This design comes from an exercise in tuning for small area and a short achievable clock period on the open sky130 flow, not from production work.
The RTL was checked by simulation tests, not by an equivalence proof against the original design.
Power figures rest on the tool's default switching activity, not on a simulated workload.

File: flow/flow/run.sh
#!/bin/bash
# ORFS layout of this design: the standard flow's synthesis script with Yosys's abc call
# given flow/abc.script instead of ORFS's speed script, then the standard ORFS
# steps with the make variables listed in flow/settings.txt (one VAR=VALUE per
# line). Each tool's output goes to the ORFS logs and to make_*.log here.
set -euo pipefail
W=$PWD
# synthesis script: synth_recipe.tcl with abc's -script argument replaced
{
  echo 'proc abc {args} {'
  echo '  set i [lsearch -exact $args -script]'
  echo "  if {\$i >= 0} { lset args [expr {\$i + 1}] {$W/flow/abc.script} }"
  echo '  yosys abc {*}$args'
  echo '}'
  cat "$W/synth_recipe.tcl"
} > "$W/my_synth.tcl"
mapfile -t SETTINGS < <(grep -v '^\s*#' flow/settings.txt | grep '=')
make -C "$FLOW_HOME" DESIGN_CONFIG="$W/config.mk" WORK_HOME="$W/orfs" CLKGATE_MAP_FILE= \
  SYNTH_SCRIPT="$W/my_synth.tcl" "${SETTINGS[@]}" finish > "$W/make_finish.log" 2>&1
: # left out here: write the final layout as DEF
File: flow/flow/abc.script
&get -n
&st
&dch
&nf -p -R 10
&put
buffer -c
topo
stime -c
upsize -c
dnsize -c
File: flow/flow/settings.txt
CAP_MARGIN=20
CORE_MARGIN=2
CORE_UTILIZATION=55
SLEW_MARGIN=20
SETUP_SLACK_MARGIN=5.5
CTS_CLUSTER_SIZE=30
CTS_CLUSTER_DIAMETER=60
BUFFER_PORTS_ARGS=-buffer_cell sky130_fd_sc_hd__buf_4
File: flow/standard.sh
#!/bin/bash
# synth_recipe.tcl (not shown) runs the flow's synth.tcl, then flattens the netlist and writes it again
# the make line also repeats each setting of config.mk as NAME=value (left out here)
make -C /OpenROAD-flow-scripts/flow DESIGN_CONFIG=/design/flow/config.mk WORK_HOME=/design/flow/orfs CLKGATE_MAP_FILE= SYNTH_SCRIPT=/design/flow/synth_recipe.tcl "${@:-finish}"
File: flow/config.mk
export PLATFORM = sky130hd
export DESIGN_NAME = sahinatilkan
export DESIGN_NICKNAME = sahinatilkan
export VERILOG_FILES = /design/flow/design.v
export SDC_FILE = /design/flow/constraint.sdc
export NUM_CORES = 4
export LEC_CHECK = 0
export CAP_MARGIN = 20
export CORE_MARGIN = 2
export CORE_UTILIZATION = 40
export SETUP_SLACK_MARGIN = 0.2
export SLEW_MARGIN = 20
File: flow/constraint.sdc
create_clock -name core_clock -period 12.0 [get_ports {clk}]
set_input_delay 2.4000 -clock core_clock [delete_from_list [all_inputs] [get_ports {clk}]]
set_output_delay 2.4000 -clock core_clock [all_outputs]
set_load 0.01 [all_outputs]
File: flow/design.v
module sahinatilkan
(
input  logic        clk, reset,
input  logic [31:0] komut,
output logic [31:0] pc,
output logic        hata
);
logic [6:0] op;
logic [4:0] rd, rs1, rs2;
logic [2:0] f3;
logic [3:0] f;
assign op  = komut[6:0];
assign rd  = komut[11:7];
assign f3  = komut[14:12];
assign rs1 = komut[19:15];
assign rs2 = komut[24:20];
assign f   = {komut[30], f3};
logic isR, isI, isU, isB;
assign isR = (op == 7'b0000001);
assign isI = (op == 7'b0000011);
assign isU = (op == 7'b0000111);
assign isB = (op == 7'b0001111);
logic r_add, r_sub, r_and, r_or, r_xor, r_sll, r_srl, r_sra, r_ok;
assign r_add = isR & (f == 4'd0);
assign r_sub = isR & (f == 4'd8);
assign r_and = isR & (f == 4'd7);
assign r_or  = isR & (f == 4'd6);
assign r_xor = isR & (f == 4'd4);
assign r_sll = isR & (f == 4'd1);
assign r_srl = isR & (f == 4'd5);
assign r_sra = isR & (f == 4'd13);
assign r_ok  = r_add | r_sub | r_and | r_or | r_xor | r_sll | r_srl | r_sra;
logic i_add, i_and, i_or, i_xor, i_sll, i_srl, i_ok;
assign i_add = isI & (f3 == 3'd0);
assign i_and = isI & (f3 == 3'd7);
assign i_or  = isI & (f3 == 3'd6);
assign i_xor = isI & (f3 == 3'd4);
assign i_sll = isI & (f3 == 3'd1);
assign i_srl = isI & (f3 == 3'd5);
assign i_ok  = i_add | i_and | i_or | i_xor | i_sll | i_srl;
assign hata = ~(r_ok | i_ok | isU | (isB & (f3 != 3'd2)));
logic s_add, s_xor, s_and, s_or, s_land, s_lor, s_sl, s_sr, s_u, nu, sub, left, arith, useimm;
assign nu     = reset & ~op[2];
assign s_u    = reset & op[2];
assign s_add  = nu & (f3 == 3'd0);
assign s_xor  = nu & (f3 == 3'd4);
assign s_and  = nu & op[1] & (f3 == 3'd7);
assign s_or   = nu & op[1] & (f3 == 3'd6);
assign s_land = nu & ~op[1] & (f3 == 3'd7);
assign s_lor  = nu & ~op[1] & (f3 == 3'd6);
assign s_sl   = nu & (f3 == 3'd1);
assign s_sr   = nu & (f3 == 3'd5);
assign sub    = op[3] | (~op[1] & komut[30]);
assign left   = (f3 == 3'd1);
assign arith  = ~op[1] & komut[30];
assign useimm = op[1] & ~op[2];
logic wr;
assign wr = r_ok | i_ok | isU;
logic [31:0] x [0:9];
logic [31:0] res;
logic [31:0] a, b;
always_comb begin
    a = 32'b0;
    b = useimm ? {20'b0, komut[31:20]} : 32'b0;
    for (int k = 0; k < 10; k++) begin
        if (rs1 == k) a = a | x[k];
        if (!useimm && rs2 == k) b = b | x[k];
    end
end
genvar g;
generate
for (g = 0; g < 10; g++) begin : rf
    always_ff @(posedge clk)
        if (!reset || (wr && rd == g))
            x[g] <= res;
end
endgenerate
logic [32:0] sum;
logic [31:0] bop, gg, pp;
logic [31:0] G [0:5];
logic [31:0] P [0:5];
assign bop = b ^ {32{sub}};
assign gg  = a & bop;
assign pp  = a | bop;
always_comb begin
    G[0] = gg;
    P[0] = pp;
    G[0][0] = gg[0] | (pp[0] & sub);
    for (int l = 0; l < 5; l++)
        for (int i = 0; i < 32; i++)
            if ((i >> l) % 2 == 1) begin
                G[l+1][i] = G[l][i] | (P[l][i] & G[l][((i >> l) << l) - 1]);
                P[l+1][i] = P[l][i] & P[l][((i >> l) << l) - 1];
            end else begin
                G[l+1][i] = G[l][i];
                P[l+1][i] = P[l][i];
            end
end
assign sum[32]   = G[5][31];
assign sum[31:0] = (a ^ b) ^ ({G[5][30:0], sub} ^ {32{sub}});
logic [31:0] ax;
assign ax = a ^ b;
logic eq, ult, slt;
assign eq  = (ax == 32'b0);
assign ult = ~sum[32];
assign slt = (a[31] ^ b[31]) ? a[31] : ~sum[32];
logic anz, bnz;
assign anz = |a;
assign bnz = |b;
logic [31:0] src, shr, rsh;
logic        fill, over;
always_comb
    for (int i = 0; i < 32; i++) src[i] = left ? a[31 - i] : a[i];
assign fill = arith & a[31];
assign over = |b[31:5];
assign shr  = over ? {32{fill}} : 32'($signed({fill, src}) >>> b[4:0]);
always_comb
    for (int i = 0; i < 32; i++) rsh[i] = shr[31 - i];
assign res = ({32{s_add}} & sum[31:0])
           | ({32{s_xor}} & ax)
           | ({32{s_and}} & gg)
           | ({32{s_or}}  & pp)
           | {31'b0, s_land & anz & bnz}
           | {31'b0, s_lor & (anz | bnz)}
           | ({32{s_sl}}  & rsh)
           | ({32{s_sr}}  & shr)
           | ({32{s_u}}   & {12'b0, komut[31:12]});
logic taken;
always_comb
    case (f3)
        3'd0: taken = eq;
        3'd1: taken = ~eq;
        3'd3: taken = 1'b1;
        3'd4: taken = slt;
        3'd5: taken = ~slt;
        3'd6: taken = ult;
        3'd7: taken = ~ult;
        default: taken = 1'b0;
    endcase
logic [31:1] pcr;
logic [29:0] pcinc, ones;
logic [7:0]  grp;
always_comb begin
    for (int k = 0; k < 8; k++) begin
        grp[k] = 1'b1;
        for (int j = 4 * k; j < 4 * k + 4 && j < 30; j++) grp[k] = grp[k] & pcr[j + 2];
    end
    for (int i = 0; i < 30; i++) begin
        ones[i] = 1'b1;
        for (int k = 0; k < i / 4; k++) ones[i] = ones[i] & grp[k];
        for (int j = 4 * (i / 4); j < i; j++) ones[i] = ones[i] & pcr[j + 2];
        pcinc[i] = pcr[i + 2] ^ ones[i];
    end
end
always_ff @(posedge clk)
    if (!reset)
        pcr <= 31'b0;
    else if (isB && taken)
        pcr <= {19'b0, komut[31:25], komut[11:8], komut[7]};
    else
        pcr <= {pcinc, pcr[1]};
assign pc = {pcr, 1'b0};
endmodule
==> results of run 1 <==
==> metal layers <==
metal | vias to the layer above | wire, um | global-route usage
met5 | - | 0 | 0
met4 | 0 | 6650 | 0.2668
met3 | 417 | 15220 | 0.1127
met2 | 1901 | 36070 | 0.6088
met1 | 9461 | 31930 | 0.5785
li1 | 8023 | - | -
==> cell usage after synthesis (31+ instances only) <==
cell,n,area [sq um]
a21oi_1,104,520.5
clkbuf_1,69,259.0
nand4_1,42,262.8
and3_1,31,193.9
nor2_1,170,638.1
dfxtp_1,31,620.6
buf_2,33,165.2
nand2_1,230,863.3
mux2i_1,66,660.6
edfxtp_1,320,9609
o21ai_0,109,545.5
nand3_1,52,260.3
nor2b_1,40,250.2
xnor2_1,82,718.2
a222oi_1,104,1041
a22oi_1,85,638.1
==> metrics by stage <==
| step | hold WS, ps | util | setup WS [ps] | cell area (sq um) | total power [uW] |
|---|---|---|---|---|---|
| 2_1_floorplan | 537.8 | - | 5160 | 20540 | 1833 |
| 3_3_place_gp | 499.2 | 0.5921 | 3228 | 21730 | 2032 |
| 3_5_place_dp | 513.0 | 0.5923 | 3312 | 21740 | 2033 |
| 4_1_cts | 537.2 | 0.6396 | 5449 | 23470 | 3072 |
| 5_1_grt | 567.1 | 0.6783 | 5383 | 24890 | 3247 |
| 6_report | 526.6 | 0.6784 | 5443 | 24890 | 3175 |
==> worst paths after layout <==
path,startpoint,end,slack [ps],cells after the start
setup / recovery,komut[2],x[0][10],5440,20
hold / removal,pcr[31],pcr[31],530,2
setup reg to reg,x[0][5],x[7][30],7580,12
hold reg to reg,pcr[31],pcr[31],530,2
==> kinds of logic (layout without fill, tap and decap cells) <==
logic type	after synthesis	after routing	synth area share
compound gates	566	569	0.2029
xor+xnor	98	98	0.04249
fa+ha+maj	27	27	0.01591
buf+inv	142	273	0.03000
flops	351	351	0.4985
mux	79	79	0.03932
other cells	1	2	0.0001827
simple gates	710	714	0.1707
==> power by group <==
group	switching (uW)	internal [uW]
Combinational	455	223
Clock	511	519
Sequential	42.6	1420
==> flip-flops by register name, summed over array words and instances (netlist names) <==
| register | count |
|---|---|
| x | 320 |
| pcr | 31 |
==> cell type report <==
class / count / area, sq um / share of cell area
diodes: 1 / 2.502 / 0.0001005
clock buffers: 27 / 675.6 / 0.02714
flip-flops and latches: 351 / 10230 / 0.4109
clock inverters: 21 / 359.1 / 0.01442
inverters: 16 / 60.06 / 0.002413
multi-input cells: 1488 / 10860 / 0.4363
repair buffers: 209 / 2120 / 0.08514
well taps: 468 / 585.6 / 0.02352
==> worst max-delay path: cells and delay by family <==
family / cells / cell delay [ps]
and+or+nand+nor: 8 / 1730
AOI/OAI and AO/OA: 4 / 1250
buffers and inverters: 8 / 1450
==> layout by cell type, fill, tap and decap left out, types with 13 or more instances in the layout <==
cell       synthesis  layout
edfxtp_1         320     320
nand2_1          230     217
buf_4              7     157
nor2_1           170     145
a222oi_1         104     104
a22oi_1           85      85
a21oi_1          104      82
xnor2_1           82      79
o21ai_0          109      74
mux2i_1           66      63
nand3_1           52      48
nand4_1           42      42
clkbuf_16          0      38
nor2b_1           40      34
dfxtp_1           31      31
and3_1            31      29
ha_1              22      22
nand2b_1          23      20
a221oi_1          25      20
o221ai_1          22      20
buf_12             0      19
nor2_2             4      18
o21ai_2            0      18
inv_1             16      16
a21boi_0          18      15
a221o_1           16      15
a21oi_2            2      14
xor2_1            15      14
o21ai_1            2      13
and2_1            14      13
mux2_2            13      13
==> repair_timing <==
item / CTS / global route
endpoints found under the setup margin: 351 / 341
gates resized for setup: 122 / 163
cloned: 4 / 19
buffers inserted: 21 / 54
pin swaps: 15 / 44
==> reports/results.ini, run 1 <==
[status]
status=complete, no violations

[global_routing]
grt_pass1_wl_um=119500
grt_max_degree=46
antenna_found_initial=0
overflow=0
grt_pass1_vias=17900
grtUsageTotal=0.4261

[synth]
ys.flop_type=edfxtp_1
netlist_area_sq_um=20520
ys_warn_count=4
async_reset_ff_frac=0
synth_seq_cells=351
netlist_instances=1974
syn_nets=2030
synth-edff-count=320
syn_area_per_cell_sq_um=10.40
ys_seq_area_frac=0.4985
ys_types=89

[worst_setup_path]
critical_path_class=input pin to flip-flop
cpMostUsedCell=buf_4
cp.arrival_ps=6850
slowest_stage=a221o_2
cp.required_ps=12290
crit_path_end_kind=flip-flop
worstPathMaxFanout=15
startpoint_type=input pin
max_stage_delay_ps=440
crit_chain=buf_12 > nor2b_4 > buf_12 > buf_4 > nor4_4 > buf_4 > buf_6 > a222oi_1 > nand3_1 > or2_2 > nor3b_2 > nand4_1 > buf_4 > nor4_4 > buf_6 > nor3_1 > clkbuf_8 > a21oi_4 > o221ai_4 > a221o_2

[drt]
drc_errors=0
routed_wl_um=89880
drtPass1Iterations=7
postRouteAntennaNets=0
via_per_inst=7.672
drtIter0Drc=4191
wl_per_cell_um=34.82
vias=19800

[run]
cap_violations=0

[place]
dp_cells=2434
dp.final_hpwl_um=52850
finalWeightedCongestion=1.074
io_buffers=65

[cts]
holdBufCountCts=0
clockRootBuffer=clkbuf_16
clock_latency_ps=590
cts_buffer_depth=3
cts_tree=built
cts_made_buffers=26
htree_levels=1
clkTransAtPathRegs_ps=80
cts.sinks=351

[timing]
max-slew-margin-rel=0.1639
worstMarginPinSlew_ps=1254
hold_viol_final=0
fin_crit_sh=0.5464
setup_viol=0
fin_skew_ps=34.39
fmax_mhz=152.5
slew_violations=0
fin_setup_tns_ps=0
rsz0062_at_grt=true
period_needed_ps=6557

[cells_and_area]
instances_no_fill=2581
drive_gt1_frac=0.2225
areaGrowthSynthToFinish_pct=21.30
fillers=2823
finalNetCount=2148

[power_and_ir_drop]
p_per_area_nw_per_um2=127.5
vdd_drop_max_uv=169.8
p_leak_uw=0.009074

[floorplanning]
fp-row-count=70
die_x_um=197.2
start_util=0.5592
core-area_sq_um=36700
dieArea_sq_um=38870
pin_count=67
die_h_um=197.2

[hold_path]
holdCritPathClass=flip-flop to flip-flop

==> inputs of run 2 (changes only) <==
--- a/flow/flow/settings.txt
+++ b/flow/flow/settings.txt
@@ -4,3 +4,3 @@
 SLEW_MARGIN=20
-SETUP_SLACK_MARGIN=5.5
+SETUP_SLACK_MARGIN=5.75
 CTS_CLUSTER_SIZE=30
==> run 2 against run 1 <==
  * The layout now fails its checks (max-capacitance violations, max-slew violations)
  * Setup slack improved by 69 ps
  * Final cell count grew 3.5%
  * Die area unchanged
  * Fmax rose by 1.1%
  * Flip-flop and latch count stayed put
  * Clock power fell by 13%
  * Critical path type unchanged
  * Largest power group unchanged
==> reports/results.ini, run 2 <==
[drt]
drtPass1Iterations=13
drc_errors=0
routed_wl_um=91460
wl_per_cell_um=34.24
vias=20450
postRouteAntennaNets=0
via_per_inst=7.656
drtIter0Drc=4287

[synth]
syn_area_per_cell_sq_um=10.40
synth_commonest_cells=320 x edfxtp_1, 230 x nand2_1, 170 x nor2_1, 109 x o21ai_0
synth_seq_cells=351
syn_nets=2030
synth_top_area_cell=edfxtp_1
yosysMostFrequentCell=edfxtp_1
netlist_area_sq_um=20520
synth-edff-count=320
ys.flop_type=edfxtp_1
synthTopCellsByArea=edfxtp_1 47%, a222oi_1 5.1%, nand2_1 4.2%
synth_top_area_frac=0.4682
ys_types=89
ys_seq_area_frac=0.4985
async_reset_ff_frac=0
ys_warn_count=4
netlist_instances=1974

[cells_and_area]
mostFrequentLayoutCells=320 x edfxtp_1, 217 x nand2_1, 191 x buf_4, 128 x nor2_1, 104 x a222oi_1
drive_gt1_frac=0.2967
finalNetCount=2239
final_common_cell=edfxtp_1
largest-register=x
reg_top3=x (320), pcr (31)
largest_reg_flops=320
stdcell_area_sq_um=26490
areaGrowthSynthToFinish_pct=29.07

[worst_setup_path]
critical_path_class=input pin to flip-flop
cp_top_family=simple AND/OR/NAND/NOR gates
startpoint_type=input pin
crit_chain=buf_4 > or3_4 > nor3_4 > buf_8 > a22oi_1 > and3_1 > nand2_1 > xnor2_1 > nor4_2 > nand4_1 > nor3_4 > o221ai_1 > nor3b_2 > a31oi_4 > buf_6 > o21ai_0 > a21oi_2
max_stage_delay_ps=520
path_buf_inv=3
crit_path_end_kind=flip-flop
cp.required_ps=12470
rr_worst_depth=17
cp.arrival_ps=6950
worstPathMaxFanout=20
slowest_stage=nor4_2
r2r_setup_slack_ps=7680
r2r-start=x[0][16]
rr_endpoint=pcr[10]
cpMostUsedCell=nor3_4

[timing]
rsz0062_at_grt=true
fin_ws_ps=5512
slew_violations=18
period_needed_ps=6488
fin_skew_ps=28.47
fin_crit_sh=0.5407
setup_viol=0
fin_setup_tns_ps=0
worstMarginPinSlew_ps=1516
hold_viol_final=0
fmax_mhz=154.1
max-slew-margin-rel=-0.01165

[floorplanning]
fp-row-count=70
die_h_um=197.2
pin_count=67
start_util=0.5592
core-area_sq_um=36700
die_x_um=197.2
dieArea_sq_um=38870

[power_and_ir_drop]
p_leak_uw=0.009679
vdd_drop_max_uv=134.8
p_per_area_nw_per_um2=119.1

[cts]
clock_latency_ps=580
htree_levels=1
cts_made_buffers=25
cts_buffer_depth=3
cts_tree=built
clkTransAtPathRegs_ps=80
clockRootBuffer=clkbuf_16
cts.sinks=351

[place]
dp.final_hpwl_um=54550
finalWeightedCongestion=1.089
post_dp_cell_area_sq_um=21840
pre_cts_ws_ps=3276
io_buffers=65

[run]
cap_violations=1

[status]
check.faults=max-capacitance violations, max-slew violations
status=finished with violations

[global_routing]
grt_pass1_vias=18320
antenna_found_initial=1
grt_pass1_wl_um=123400
grtUsageTotal=0.4398
overflow=0
grt_max_degree=46

[hold_path]
hp-start=pcr[31]
holdCritPathClass=flip-flop to flip-flop
holdPathEnd=pcr[31]
hold_depth=2

[run 2: what timing repair did]
action	CTS	global route
resized for setup	254	235
setup endpoints to repair	351	352
pin swaps	63	81
setup buffers	76	72
cloned	15	24
hold buffers	0	0
[run 2: area by class of cell]
| cell class | count | area (sq um) |
|---|---|---|
| sequential | 351 | 10230 |
| inverter | 16 | 60.06 |
| multi-input combinational | 1506 | 11890 |
| clock buffer | 26 | 629.4 |
| fill | 2607 | 10210 |
| tap | 468 | 585.6 |
| timing repair buffer | 283 | 2860 |
| antenna | 2 | 5.005 |
| clock inverter | 19 | 225.2 |
[run 2: metrics by stage]
step                      power (uW)  instances  hold WS, ps  utilization
after floorplan                 1837       1974        537.8            -
after global placement          2037       2437        499.0       0.5950
after detailed placement        2040       2437        498.1       0.5950
after CTS                       3003       2573        522.7       0.6725
after global routing            3225       2669        539.6       0.7217
final                           3155       2671        514.9       0.7218
[run 2: kinds of logic after synthesis]
| family | synth area share |
|---|---|
| and+or+nand+nor | 0.1707 |
| AOI/OAI and AO/OA | 0.2029 |
| DFF | 0.4985 |
| buffers and inverters | 0.03000 |
| xor gates and xnor gates | 0.04249 |
| muxes | 0.03932 |
| adders and majority gates | 0.01591 |
| other | 0.0001827 |
[run 2: power breakdown]
group | internal [uW] | switching [uW] | leakage [uW] | total, uW
Combinational | 273 | 512 | 0.00572 | 785
Clock | 417 | 483 | 0.000418 | 900
Sequential | 1420 | 46.3 | 0.00354 | 1470
Total | 2110 | 1040 | 0.00968 | 3160
[run 2: worst max-delay path by stage]
| stage | slack, ps | depth (start not counted) | startpoint | endpoint |
|---|---|---|---|---|
| after floorplan | 5160 | 5 | komut[3] | x[0][0] |
| after global placement | 3460 | 19 | komut[1] | pcr[13] |
| after detailed placement | 3280 | 21 | komut[1] | pcr[17] |
| after CTS | 5680 | 17 | komut[19] | x[6][30] |
| after global routing | 5470 | 25 | komut[2] | x[3][14] |
| final | 5510 | 17 | komut[19] | pcr[1] |
[run 2: layer usage]
| metal | up-vias | part of all wire | track usage |
|---|---|---|---|
| met4 | 2 | 0.074 | 0.2751 |
| li1 | 8226 | - | - |
| met5 | - | 0.00047 | 0 |
| met2 | 2094 | 0.40 | 0.6239 |
| met1 | 9683 | 0.34 | 0.5659 |
| met3 | 444 | 0.18 | 0.1694 |
[run 2: worst reg2reg max path, stage by stage, from the launching register on]
cell and delay, ps:
edfxtp_1 400, and3_1 190, a2111oi_4 340, nand4_1 250
a2111oi_4 420, nor3b_2 120, maj3_1 390, a211o_1 350
a21boi_2 150, o21ai_2 120, a2bb2oi_2 170, buf_6 150
a21oi_4 70, or3_4 420, buf_6 130, a31oi_4 320
buf_6 190, a21oi_2 50
==> inputs of run 3 (changes only) <==
==> flow/flow/settings.txt (replaced) <==
CAP_MARGIN=20
CORE_MARGIN=2
CORE_UTILIZATION=55
SLEW_MARGIN=20
SETUP_SLACK_MARGIN=5.5
CTS_CLUSTER_SIZE=30
CTS_CLUSTER_DIAMETER=60
BUFFER_PORTS_ARGS=-buffer_cell sky130_fd_sc_hd__buf_2
==> run 3 against run 2 <==
  * The run now finishes clean
  * Synthesized cell count did not move
  * Fmax fell by 3.5%
  * First-iteration DRC count fell by 7.2%
  * Critical path depth rose by 2
  * Clock skew rose by 19 ps
  * Global-route usage fell by 2.8 points
  * Clock power rose by 7.4%
  * Critical endpoint is now x[0][11]
  * Largest cell class unchanged
  * Highest routed layer unchanged
==> reports/results.ini, run 3 <==
[status]
status=complete, no violations

[hold_path]
holdPathEnd=pcr[1]
hp-start=pcr[1]
holdCritPathClass=flip-flop to flip-flop
hold_depth=2

[cells_and_area]
final_util=0.6596
mostFrequentLayoutCells=320 x edfxtp_1, 220 x nand2_1, 150 x nor2_1, 104 x a222oi_1, 85 x a22oi_1
areaGrowthSynthToFinish_pct=17.95
reg_top3=x (320), pcr (31)
multiInputGateArea_sq_um=10830
drive_gt1_frac=0.2096
fillers=2838
finalNetCount=2121
largest-register=x
seqCellArea_sq_um=10230
largest_reg_flops=320
final_common_cell=edfxtp_1

[global_routing]
antenna_found_initial=2
grtUsageTotal=0.4113
grt_max_degree=43
grt_pass1_wl_um=116500
grt_pass1_vias=17610
overflow=0

[synth]
ys_seq_area_frac=0.4985
synth_seq_cells=351
ys_warn_count=4
synth_top_area_frac=0.4682
synth_top_area_cell=edfxtp_1
ys_types=89
netlist_area_sq_um=20520
synthTopCellsByArea=edfxtp_1 47%, a222oi_1 5.1%, nand2_1 4.2%
synth_commonest_cells=320 x edfxtp_1, 230 x nand2_1, 170 x nor2_1, 109 x o21ai_0
syn_area_per_cell_sq_um=10.40
ys.flop_type=edfxtp_1
yosysMostFrequentCell=edfxtp_1
syn_nets=2030
netlist_instances=1974
synth-edff-count=320
async_reset_ff_frac=0

[timing]
max-slew-margin-rel=0.09094
slew_violations=0
setup_viol=0
fin_skew_ps=47.88
worstMarginPinSlew_ps=1362
fin_crit_sh=0.5605
whs_ps=541.7
fin_setup_tns_ps=0
hold_viol_final=0
rsz0062_at_grt=true
fmax_mhz=148.7
period_needed_ps=6727

[worst_setup_path]
rr_endpoint=x[0][11]
startpoint_type=input pin
cp.required_ps=12300
critical_path_class=input pin to flip-flop
crit_path_end_kind=flip-flop
cp.arrival_ps=7020
slowest_stage=a221oi_4
worstPathMaxFanout=16
rr_worst_depth=16
r2r_setup_slack_ps=7610
crit_chain=buf_2 > or4b_4 > nor3_4 > buf_4 > clkbuf_16 > a222oi_1 > nand2_1 > a221o_1 > a221oi_4 > nand4_1 > nor2_1 > nand4_1 > nor4_4 > buf_6 > o21ai_0 > nor2_1 > nor2_1 > a221oi_4 > nand3_2
max_stage_delay_ps=430
r2r-start=x[0][16]
cpMostUsedCell=nor2_1

[power_and_ir_drop]
p_leak_uw=0.008807
finalPower_uw=3082
vdd_drop_max_uv=145.9
p_per_area_nw_per_um2=127.3

[cts]
cts.sinks=351
clockRootBuffer=clkbuf_16
htree_levels=1
cts_tree=built
clkTransAtPathRegs_ps=80
cts_made_buffers=26
cts_buffer_depth=3
clock_latency_ps=630
holdBufCountCts=0

[drt]
drc_errors=0
wl_per_cell_um=32.83
drtIter0Drc=3978
routed_wl_um=83840
vias=19410
via_per_inst=7.601
drtPass1Iterations=9
postRouteAntennaNets=0

[place]
io_buffers=65
dp.final_hpwl_um=52060
finalWeightedCongestion=1.131

[run]
cap_violations=0

[floorplanning]
fp-row-count=70
die_h_um=197.2
die_x_um=197.2
start_util=0.5592
pin_count=67
core-area_sq_um=36700
dieArea_sq_um=38870

run 3: where the power goes:
part	internal [uW]	switching, uW
Clock	459	508
Combinational	212	436
Sequential	1420	43.2
Total	2090	987
run 3: repair_timing:
action,in CTS,in global routing
endpoints found under the hold margin,0,0
setup endpoints to repair,351,351
buffers inserted,13,43
gates cloned,5,12
gates resized for setup,101,146
pin swaps,12,34
run 3: cell families (layout without fill, tap and decap cells):
| logic type | Yosys count | after routing | synth area share |
|---|---|---|---|
| and+or+nand+nor | 710 | 716 | 0.1707 |
| AOI/OAI and AO/OA | 566 | 568 | 0.2029 |
| DFF | 351 | 351 | 0.4985 |
| buffers and inverters | 142 | 245 | 0.03000 |
| xor gates and xnor gates | 98 | 98 | 0.04249 |
| muxes | 79 | 79 | 0.03932 |
| adders and majority gates | 27 | 27 | 0.01591 |
| other | 1 | 2 | 0.0001827 |
run 3: critical path, delay by kind of cell:
family	cells	cell delay (ps)
compound gates	5	1510
buf+inv	4	1000
simple gates	10	2070
run 3: cell type report:
| cell class | count | area share |
|---|---|---|
| inverter | 16 | 0.002481 |
| timing repair buffer | 181 | 0.06342 |
| sequential | 351 | 0.4226 |
| antenna | 1 | 0.0001034 |
| clock buffer | 26 | 0.02688 |
| tap | 468 | 0.02419 |
| multi-input combinational | 1489 | 0.4472 |
| clock inverter | 22 | 0.01308 |
run 3: through the flow:
stage                     cell area (sq um)  std cells  worst slack, ps
final                                 24210       2554             5273
after floorplan                       20540       1974             5160
after CTS                             23040       2498             5464
after detailed placement              21570       2432             3421
after global placement                21550       2430             3267
after global routing                  24200       2553             5389
run 3: worst max-delay path by stage:
stage,startpoint,cells past startpoint,to
after global placement,komut[1],17,x[2][25]
after detailed placement,komut[21],17,x[5][26]
after CTS,komut[21],18,x[0][22]
after floorplan,komut[3],5,x[0][0]
after global routing,komut[22],20,pcr[10]
final,komut[22],19,x[0][11]
run 3: layer usage:
| layer | part of all wire | track usage |
|---|---|---|
| met5 | 0.0010 | 0 |
| met4 | 0.071 | 0.2289 |
| met3 | 0.16 | 0.1286 |
| met2 | 0.40 | 0.5823 |
| met1 | 0.36 | 0.5615 |
==> inputs of run 4 (changes only) <==
--- a/flow/flow/settings.txt
+++ b/flow/flow/settings.txt
@@ -2,3 +2,3 @@
 CORE_MARGIN=2
-CORE_UTILIZATION=55
+CORE_UTILIZATION=60
 SLEW_MARGIN=20
==> run 4 against run 3 <==
  * Worst hold slack got worse by 24 ps
  * Die area decreased by 8.2%
  * Clock-buffer cell count decreased by 1
  * Setup slack improved by 130 ps
  * Routed wire length increased by 3.4%
  * Area after synthesis unchanged
  * Critical path depth decreased by 2
==> reports/results.ini, run 4 <==
[power_and_ir_drop]
p_per_area_nw_per_um2=124.7
internal-power_uw=2038
power.share.sequential=0.489
p_comb_frac=0.216
vdd_drop_max_uv=165.3
swShare=0.3233
p_leak_uw=0.008803
clkPwrFrac=0.296
p_switching_uw=973.8

[cts]
holdBufCountCts=0
clock_latency_ps=600
htree_levels=1
cts_made_buffers=24
clkTransAtPathRegs_ps=80
cts.sinks=351
cts_buffer_depth=3
clockRootBuffer=clkbuf_16
cts_tree=built

[timing]
slew_violations=0
setup_viol=0
fin_crit_sh=0.5497
fin_skew_ps=29.51
worstMarginPinSlew_ps=1195
fmax_mhz=151.6
max-slew-margin-rel=0.2031
fin_setup_tns_ps=0
hold_viol_final=0
period_needed_ps=6597
rsz0062_at_grt=true

[worst_setup_path]
startpoint_type=input pin
cp.required_ps=12520
max_stage_delay_ps=560
cp.arrival_ps=7110
path_buf_inv=3
crit_path_end_kind=flip-flop
slowest_stage=nor4_2
worstPathMaxFanout=15
critical_path_class=input pin to flip-flop
crit_chain=buf_2 > or3b_4 > nor2_4 > buf_4 > a222oi_1 > and3_1 > nand2_1 > xnor2_1 > nor4_2 > nand4_1 > nor3_1 > o221ai_1 > nor3b_2 > a31oi_4 > buf_8 > nand2b_2 > nor2b_1
cp_top_family=simple AND/OR/NAND/NOR gates

[cells_and_area]
areaGrowthSynthToFinish_pct=17.69
mostFrequentLayoutCells=320 x edfxtp_1, 220 x nand2_1, 151 x nor2_1, 104 x a222oi_1, 85 x a22oi_1
drive_gt1_frac=0.2039
largest-register=x
reg_top3=x (320), pcr (31)
fillers=2403
largest_reg_flops=320
instances_no_fill=2534
final_common_cell=edfxtp_1
finalNetCount=2122

[drt]
vias=19910
drtIter0Drc=4291
wl_per_cell_um=34.21
via_per_inst=7.857
routed_wl_um=86690
drtPass1Iterations=13
postRouteAntennaNets=0
drc_errors=0

[floorplanning]
pin_count=67
start_util=0.6105
die_h_um=188.9
die_x_um=188.9
dieArea_sq_um=35700
core-area_sq_um=33620
fp-row-count=67

[global_routing]
grt_pass1_vias=18160
grt_max_degree=43
overflow=0
antenna_found_initial=2
grt_pass1_wl_um=117300
grtUsageTotal=0.4469

[run]
cap_violations=0

[place]
dp.final_hpwl_um=52530
dp_cells=2410
io_buffers=65
finalWeightedCongestion=1.113

[synth]
ys_seq_area_frac=0.4985
ys_types=89
syn_area_per_cell_sq_um=10.40
synth_top_area_cell=edfxtp_1
async_reset_ff_frac=0
synth-edff-count=320
synthTopCellsByArea=edfxtp_1 47%, a222oi_1 5.1%, nand2_1 4.2%
ys_warn_count=4
netlist_instances=1974
synth_seq_cells=351
syn_nets=2030
yosysMostFrequentCell=edfxtp_1
ys.flop_type=edfxtp_1
synth_commonest_cells=320 x edfxtp_1, 230 x nand2_1, 170 x nor2_1, 109 x o21ai_0
synth_top_area_frac=0.4682
netlist_area_sq_um=20520

[hold_path]
holdCritPathClass=flip-flop to flip-flop

[status]
status=complete, no violations

==> run 4: cell count changes in the layout (fill, tap and decap cells not counted), sizes merged <==
cell / previous run / this run
diode: 1 / 2
nor2: 175 / 174
a221o: 17 / 16
inv: 24 / 26
bufinv: 1 / 0
buf: 173 / 170
clkbuf: 33 / 41
clkinvlp: 4 / 1
clkinv: 9 / 8
nand2: 231 / 230
==> run 4: cell type report <==
class	count	area [sq um]	share of cell area
antenna	2	5.005	0.0002072
clock buffer	25	604.3	0.02502
clock inverter	19	256.5	0.01062
inverter	16	60.06	0.002487
multi-input combinational	1486	10730	0.4443
sequential	351	10230	0.4235
tap	448	560.5	0.02321
timing repair buffer	187	1707	0.07066
==> run 4: final timing paths <==
check	start	to	slack, ps	cells after the start
setup reg to reg	x[0][11]	x[1][22]	7580	16
setup / recovery	komut[19]	pcr[23]	5400	17
hold / removal	pcr[31]	pcr[31]	520	2
hold reg to reg	pcr[31]	pcr[31]	520	2
==> run 4: per-layer routing <==
layer,wire length (um),global-route usage,share of wire,vias up
li1,-,-,-,7954
met1,28890,0.5941,0.33,9281
met2,34490,0.6395,0.40,2130
met3,15740,0.1468,0.18,544
met4,7561,0.2641,0.087,0
met5,0,0,0,-
==> run 4: cells by family after synthesis <==
kind of cell               count (synthesis)  share of synthesized area
and+or+nand+nor                          710                     0.1707
AOI/OAI and AO/OA                        566                     0.2029
DFF                                      351                     0.4985
buffers and inverters                    142                    0.03000
xor gates and xnor gates                  98                    0.04249
muxes                                     79                    0.03932
adders and majority gates                 27                    0.01591
other                                      1                  0.0001827
==> run 4: power groups by stage <==
stage | Sequential, uW | Combinational (uW) | Clock [uW]
2_1_floorplan | 1480 | 353 | 0
3_3_place_gp | 1490 | 529 | 0
3_5_place_dp | 1490 | 530 | 0
4_1_cts | 1470 | 560 | 888
5_1_grt | 1480 | 666 | 936
6_report | 1470 | 650 | 890
==> run 4: through the flow <==
| step | area, sq um | util | hold slack (ps) | power, uW | setup WS [ps] |
|---|---|---|---|---|---|
| floorplan | 20540 | - | 537.8 | 1833 | 5160 |
| global placement | 21510 | 0.6399 | 487.5 | 2020 | 3714 |
| detailed placement | 21510 | 0.6399 | 502.4 | 2025 | 3618 |
| CTS | 22950 | 0.6827 | 526.1 | 2915 | 5496 |
| global route | 24150 | 0.7184 | 557.9 | 3077 | 5426 |
| finish | 24150 | 0.7185 | 517.7 | 3012 | 5403 |
==> run 4: timing repair <==
| action | CTS | global route |
|---|---|---|
| gates resized for setup | 95 | 166 |
| setup buffers | 24 | 36 |
| pin swaps | 13 | 36 |
| endpoints found under the setup margin | 351 | 341 |
| cloned | 3 | 15 |
==> run 4: worst reg2reg max path: cells and delay by family (launching register included) <==
| kind | cells | cell delay [ps] |
|---|---|---|
| AO/OA/AOI/OAI | 9 | 2260 |
| AND/OR/NAND/NOR | 4 | 850 |
| flip-flops | 1 | 470 |
| XOR/XNOR | 1 | 360 |
| buffers and inverters | 2 | 310 |
==> inputs of run 5 (changes only) <==
--- a/flow/design.v
+++ b/flow/design.v
@@ -139,3 +139,6 @@
     endcase
-logic [31:1] pcr;
+logic [31:1] pcr, pcn;
+logic [12:1] pct;
+logic        tkn;
+assign pcr = tkn ? {19'b0, pct} : pcn;
 logic [29:0] pcinc, ones;
@@ -154,9 +157,12 @@
 end
-always_ff @(posedge clk)
-    if (!reset)
-        pcr <= 31'b0;
-    else if (isB && taken)
-        pcr <= {19'b0, komut[31:25], komut[11:8], komut[7]};
-    else
-        pcr <= {pcinc, pcr[1]};
+always_ff @(posedge clk) begin
+    pct <= {komut[31:25], komut[11:7]};
+    if (!reset) begin
+        pcn <= 31'b0;
+        tkn <= 1'b0;
+    end else begin
+        pcn <= {pcinc, pcr[1]};
+        tkn <= isB & taken;
+    end
+end
 assign pc = {pcr, 1'b0};
--- a/flow/flow/settings.txt
+++ b/flow/flow/settings.txt
@@ -2,3 +2,3 @@
 CORE_MARGIN=2
-CORE_UTILIZATION=60
+CORE_UTILIZATION=55
 SLEW_MARGIN=20
==> run 5 against run 4 <==
  * Clock skew shrank 1.8 ps
  * Largest power group unchanged
  * Critical path type unchanged
  * Highest routed layer is now met5
  * Power grew 4.0%
  * Still clean
  * Sequential power grew 3%
==> reports/results.ini, run 5 <==
[timing]
hold_viol_final=0
fin_crit_sh=0.5519
worstMarginPinSlew_ps=1086
setup_viol=0
fin_skew_ps=27.73
fin_ws_ps=5377
period_needed_ps=6623
fin_setup_tns_ps=0
whs_ps=560.6
rsz0062_at_grt=true
slew_violations=0
fmax_mhz=151.0
max-slew-margin-rel=0.2749

[power_and_ir_drop]
power.share.sequential=0.483
p_per_area_nw_per_um2=128.1
p_comb_frac=0.203
swShare=0.3123
p_leak_uw=0.008793
clkPwrFrac=0.314
p_switching_uw=977.9
vdd_drop_max_uv=146.4
finalPower_uw=3132
internal-power_uw=2154

[cts]
cts_buffer_depth=3
clock_latency_ps=610
clkTransAtPathRegs_ps=80
cts_made_buffers=27
holdBufCountCts=0
htree_levels=1
cts_tree=built
clockRootBuffer=clkbuf_16
cts.sinks=364

[cells_and_area]
largest_reg_flops=320
diodes=0
fillers=3127
final_common_cell=edfxtp_1
finalNetCount=2190
areaGrowthSynthToFinish_pct=13.86
reg_top3=x (320), pcn (31), pct (12)
mostFrequentLayoutCells=320 x edfxtp_1, 282 x nand2_1, 122 x nor2_1, 90 x a21oi_1, 85 x a222oi_1
drive_gt1_frac=0.1829
largest-register=x

[floorplanning]
die_x_um=201.6
start_util=0.5568
die_h_um=201.6
fp-row-count=72
pin_count=67
dieArea_sq_um=40630
core-area_sq_um=38560

[synth]
ys.flop_type=edfxtp_1
ys_warn_count=4
yosysMostFrequentCell=edfxtp_1
synth_top_area_cell=edfxtp_1
synth-edff-count=320
synth_commonest_cells=320 x edfxtp_1, 290 x nand2_1, 140 x nor2_1, 100 x o21ai_0, 93 x a21oi_1
synthTopCellsByArea=edfxtp_1 45%, nand2_1 5.1%, dfxtp_1 4.1%
syn_area_per_cell_sq_um=10.35
netlist_area_sq_um=21470
synth_top_area_frac=0.4476
async_reset_ff_frac=0
ys_types=91
netlist_instances=2075
synth_seq_cells=364
syn_nets=2131
ys_seq_area_frac=0.4886

[worst_setup_path]
crit_chain=buf_2 > or3b_2 > nor2_4 > buf_6 > a222oi_1 > and3_1 > nand2_1 > mux2_2 > mux2i_1 > mux2i_1 > o21ai_0 > mux2i_1 > o21ai_0 > a21oi_1 > a21oi_1 > o21ai_0 > buf_4
cp_top_family=simple AND/OR/NAND/NOR gates
cp.arrival_ps=7070
cp.required_ps=12450
max_stage_delay_ps=620
slowest_stage=or3b_2
startpoint_type=input pin
crit_path_end_kind=flip-flop
critical_path_class=input pin to flip-flop
path_buf_inv=3
worstPathMaxFanout=26

[hold_path]
holdCritPathClass=flip-flop to flip-flop

[drt]
via_per_inst=7.180
drc_errors=0
wl_per_cell_um=31.07
postRouteAntennaNets=0
vias=19190
routed_wl_um=83030
drtIter0Drc=3421
drtPass1Iterations=12

[global_routing]
grt_pass1_wl_um=118000
grtUsageTotal=0.3957
antenna_found_initial=1
grt_max_degree=62
overflow=0
grt_pass1_vias=17870

[place]
dp.final_hpwl_um=53740
finalWeightedCongestion=1.051
pre_cts_ws_ps=3054
io_buffers=65

[status]
status=complete, no violations

[run]
cap_violations=0

## run 5: final timing paths
path	startpoint	to	slack [ps]	cells past startpoint
worst min register to register	pcn[2]	pcn[2]	560	2
worst max register to register	x[0][3]	x[6][26]	7650	16
worst min-delay path	pcn[2]	pcn[2]	560	2
worst max-delay path	komut[18]	x[0][6]	5380	17
## run 5: per-stage QoR
| step | cells | utilization | cell area (sq um) |
|---|---|---|---|
| 4_1_cts | 2642 | 0.6190 | 23870 |
| 3_5_place_dp | 2574 | 0.5812 | 22410 |
| 6_report | 2672 | 0.6340 | 24440 |
| 3_3_place_gp | 2574 | 0.5812 | 22410 |
| 2_1_floorplan | 2075 | - | 21490 |
| 5_1_grt | 2672 | 0.6340 | 24440 |
## run 5: worst reg2reg max path, delay by kind of cell (launching register included)
| family | cells | cell delay [ps] |
|---|---|---|
| buffers and inverters | 2 | 410 |
| xor gates and xnor gates | 2 | 640 |
| DFF | 1 | 400 |
| and+or+nand+nor | 5 | 1040 |
| AOI/OAI and AO/OA | 7 | 1700 |
## run 5: timing repair
action,in CTS,in global routing
endpoints found under the setup margin,321,321
setup buffers,15,28
gates cloned,4,2
pin swaps,10,11
resized for setup,71,78
## run 5: power by group through the flow
stage | logic, uW | registers [uW] | clock network [uW]
2_1_floorplan | 363 | 1530 | 0
3_3_place_gp | 544 | 1540 | 0
3_5_place_dp | 544 | 1540 | 0
4_1_cts | 580 | 1510 | 993
5_1_grt | 663 | 1520 | 1040
6_report | 637 | 1510 | 983
## run 5: cell families (layout without fill, tap and decap cells)
group / Yosys count / in the layout / synth area share
adders and majority gates: 27 / 27 / 0.01521
muxes: 114 / 114 / 0.05531
and+or+nand+nor: 825 / 826 / 0.1984
xor gates and xnor gates: 98 / 98 / 0.04097
other: 1 / 1 / 0.0001747
DFF: 364 / 364 / 0.4886
buffers and inverters: 155 / 232 / 0.03479
AOI/OAI and AO/OA: 491 / 492 / 0.1666
## run 5: cell type report
| class | count | area (sq um) | share of cell area |
|---|---|---|---|
| multi-input cells | 1558 | 10870 | 0.4447 |
| flip-flops and latches | 364 | 10490 | 0.4291 |
| clock inverters | 20 | 292.8 | 0.01198 |
| repair buffers | 170 | 1410 | 0.05769 |
| inverters | 13 | 48.80 | 0.001996 |
| well taps | 518 | 648.1 | 0.02651 |
| clock buffers | 29 | 683.2 | 0.02795 |
## run 5: per-layer routing
metal,global-route usage,wire length [um],up-vias
li1,-,-,8132
met3,0.1127,12360,289
met1,0.5483,31440,9207
met4,0.1912,4601,2
met2,0.5722,34530,1556
met5,0,100,-
==> inputs of run 6 (changes only) <==
--- a/flow/flow/settings.txt
+++ b/flow/flow/settings.txt
@@ -2,3 +2,3 @@
 CORE_MARGIN=2
-CORE_UTILIZATION=55
+CORE_UTILIZATION=60
 SLEW_MARGIN=20
==> run 6 against run 5 <==
  * Still clean
  * Core utilization increased by 6.4 points
  * Fmax increased by 1.5%
  * Setup slack better by 98 ps
  * Critical path depth is 1 lower
  * Die area down 8.2%
  * Worst hold slack better by 38 ps
  * Combinational power increased by 2%
  * Register-to-register slack improved by 120 ps
  * Synthesized cell count is the same
  * Final cell count is 1.4% lower
  * Area after synthesis did not move
  * Critical endpoint is now x[3][5]
==> reports/results.ini, run 6 <==
[status]
status=complete, no violations

[worst_setup_path]
rr_worst_depth=16
worstPathMaxFanout=24
cp.arrival_ps=6870
crit_path_end_kind=flip-flop
critical_path_class=input pin to flip-flop
rr_endpoint=tkn
r2r_setup_slack_ps=7770
startpoint_type=input pin
cp.required_ps=12350
crit_path_end=x[3][5]
r2r-start=x[0][5]
crit_start=komut[19]

[timing]
slew_violations=0
period_needed_ps=6525
setup_viol=0
fmax_mhz=153.3
fin_setup_tns_ps=0
max-slew-margin-rel=0.2870
fin_skew_ps=34.10
worstMarginPinSlew_ps=1070
hold_viol_final=0
rsz0062_at_grt=false
fin_crit_sh=0.5438

[cells_and_area]
final_util=0.6979
seqCellArea_sq_um=10490
mostFrequentLayoutCells=320 x edfxtp_1, 284 x nand2_1, 121 x nor2_1, 86 x a21oi_1, 86 x buf_4
drive_gt1_frac=0.1963
multiInputGateArea_sq_um=10990
finalNetCount=2204
final_common_cell=edfxtp_1
largest-register=x
reg_top3=x (320), pcn (31), pct (12)
fillers=2639
areaGrowthSynthToFinish_pct=15.07
instances_no_fill=2634
largest_reg_flops=320

[global_routing]
grt_pass1_wl_um=120000
antenna_found_initial=3
grt_pass1_vias=18330
grt_max_degree=62
grtUsageTotal=0.4463
overflow=0

[place]
dp_cells=2512
finalWeightedCongestion=1.038
dp.final_hpwl_um=53940
io_buffers=65

[drt]
wl_per_cell_um=32.01
drc_errors=0
wl_met1_um=28770
routed_wl_um=84310
dr_wl_met3_um=13940
via_per_inst=7.486
vias=19720
postRouteAntennaNets=0
wl_met2_um=35220
drtIter0Drc=3571
top_layer=met5
drtPass1Iterations=10

[synth]
netlist_area_sq_um=21470
ys_warn_count=4
synth_top_area_cell=edfxtp_1
yosysMostFrequentCell=edfxtp_1
ys_types=91
synth_commonest_cells=320 x edfxtp_1, 290 x nand2_1, 140 x nor2_1, 100 x o21ai_0, 93 x a21oi_1
syn_nets=2131
syn_area_per_cell_sq_um=10.35
synth_seq_cells=364
ys.flop_type=edfxtp_1
async_reset_ff_frac=0
synthTopCellsByArea=edfxtp_1 45%, nand2_1 5.1%, dfxtp_1 4.1%
ys_seq_area_frac=0.4886
synth-edff-count=320
synth_top_area_frac=0.4476
netlist_instances=2075

[power_and_ir_drop]
p_leak_uw=0.008917
p_per_area_nw_per_um2=132.4
vdd_drop_max_uv=135.2
finalPower_uw=3271

[floorplanning]
die_h_um=193.2
dieArea_sq_um=37310
fp-row-count=69
pin_count=67
core-area_sq_um=35400
start_util=0.6065
die_x_um=193.2

[run]
cap_violations=0

[hold_path]
holdCritPathClass=flip-flop to flip-flop

[cts]
clockRootBuffer=clkbuf_16
clock_latency_ps=610
cts_buffer_depth=3
clkTransAtPathRegs_ps=70
htree_levels=1
cts.sinks=364
cts_made_buffers=28
holdBufCountCts=0
cts_tree=built

==> run 6: timing repair <==
item	CTS	global route
buffers inserted	32	30
setup endpoints to repair	321	321
resized for setup	103	69
cloned	3	2
pin swaps	14	22
==> run 6: routing by layer <==
layer  vias to the layer above  GRT usage
met5                         -          0
met4                         4     0.2719
met3                       446     0.1571
met2                      1862     0.6503
met1                      9249     0.5719
li1                       8156          -
==> run 6: cells by family after synthesis <==
| logic type | synth area share |
|---|---|
| DFF | 0.4886 |
| and+or+nand+nor | 0.1984 |
| xor gates and xnor gates | 0.04097 |
| other | 0.0001747 |
| buffers and inverters | 0.03479 |
| muxes | 0.05531 |
| adders and majority gates | 0.01521 |
| AOI/OAI and AO/OA | 0.1666 |
==> run 6: how the worst min path moves through the flow <==
| stage | cells past startpoint | end | slack [ps] | startpoint |
|---|---|---|---|---|
| finish | 3 | pcn[31] | 600 | pcn[31] |
| floorplan | 2 | pcn[2] | 570 | pct[2] |
| CTS | 2 | pcn[2] | 600 | pct[2] |
| global route | 2 | pcn[2] | 620 | pct[2] |
| detailed placement | 2 | pcn[1] | 570 | pct[1] |
| global placement | 2 | pcn[2] | 540 | pcn[2] |
==> run 6: critical path: stages <==
cell and delay, ps:
buf_2 180, or3b_2 590, nor2_4 370, buf_6 350, a222oi_1 130, and3_1 250, nand2_1 290, mux2_2 310
mux2i_1 120, mux2i_1 220, mux2i_1 150, mux2i_2 430, o21ai_0 140, a21oi_1 440, a21oi_1 190, o21ai_2 240
==> run 6: cell type report <==
| class | instances | share of cell area |
|---|---|---|
| multi-input combinational | 1560 | 0.4448 |
| antenna | 3 | 0.0003039 |
| clock inverter | 22 | 0.01519 |
| clock buffer | 30 | 0.03039 |
| inverter | 13 | 0.001975 |
| timing repair buffer | 181 | 0.05926 |
| sequential | 364 | 0.4247 |
| tap | 461 | 0.02335 |
==> run 6: power by group <==
group	switching [uW]	internal, uW
registers	43.7	1470
logic	438	214
clock network	542	564
total	1020	2250
==> run 6: stage by stage <==
stage	hold WS, ps	area, sq um	setup WS (ps)
6_report	598.8	24700	5475
5_1_grt	617.6	24700	5487
2_1_floorplan	566.8	21490	5526
3_5_place_dp	571.9	22290	3019
4_1_cts	599.6	24100	5493
3_3_place_gp	535.5	22290	3170

-- afterwards: timing with drivers on the ports --
Ports are ideal in the flow. The routed layouts listed here were re-timed in OpenROAD.
Step 1: set_driving_cell puts a clkbuf_16 on clk and a buf_2 on each other input, an assumption about the parent block.
Step 2, shift: input delay + t, output delay - t, t = (earliest + latest rising clock arrival at the registers) / 2. This alone moves slack from input paths to output paths.
a / b / c = no drivers / after step 1 / after step 2; a / b = the first two.
run	t (ns)	setup slack, ns	slew at the worst register clock pin (ns)
run 1	0.634	5.443 / 5.452 / 4.818	0.10 / 0.10
run 2	0.623	5.512 / 5.540 / 4.918	0.10 / 0.10
run 3	0.657	5.273 / 5.296 / 4.639	0.09 / 0.09
run 4	0.637	5.403 / 5.437 / 4.800	0.10 / 0.10
run 5	0.650	5.377 / 5.415 / 4.765	0.09 / 0.09
run 6	0.651	5.475 / 5.509 / 4.858	0.10 / 0.10
For run 3, which loses most, drivers alone change the setup slack by +0.023 ns; drivers and shift together by -0.634 ns.
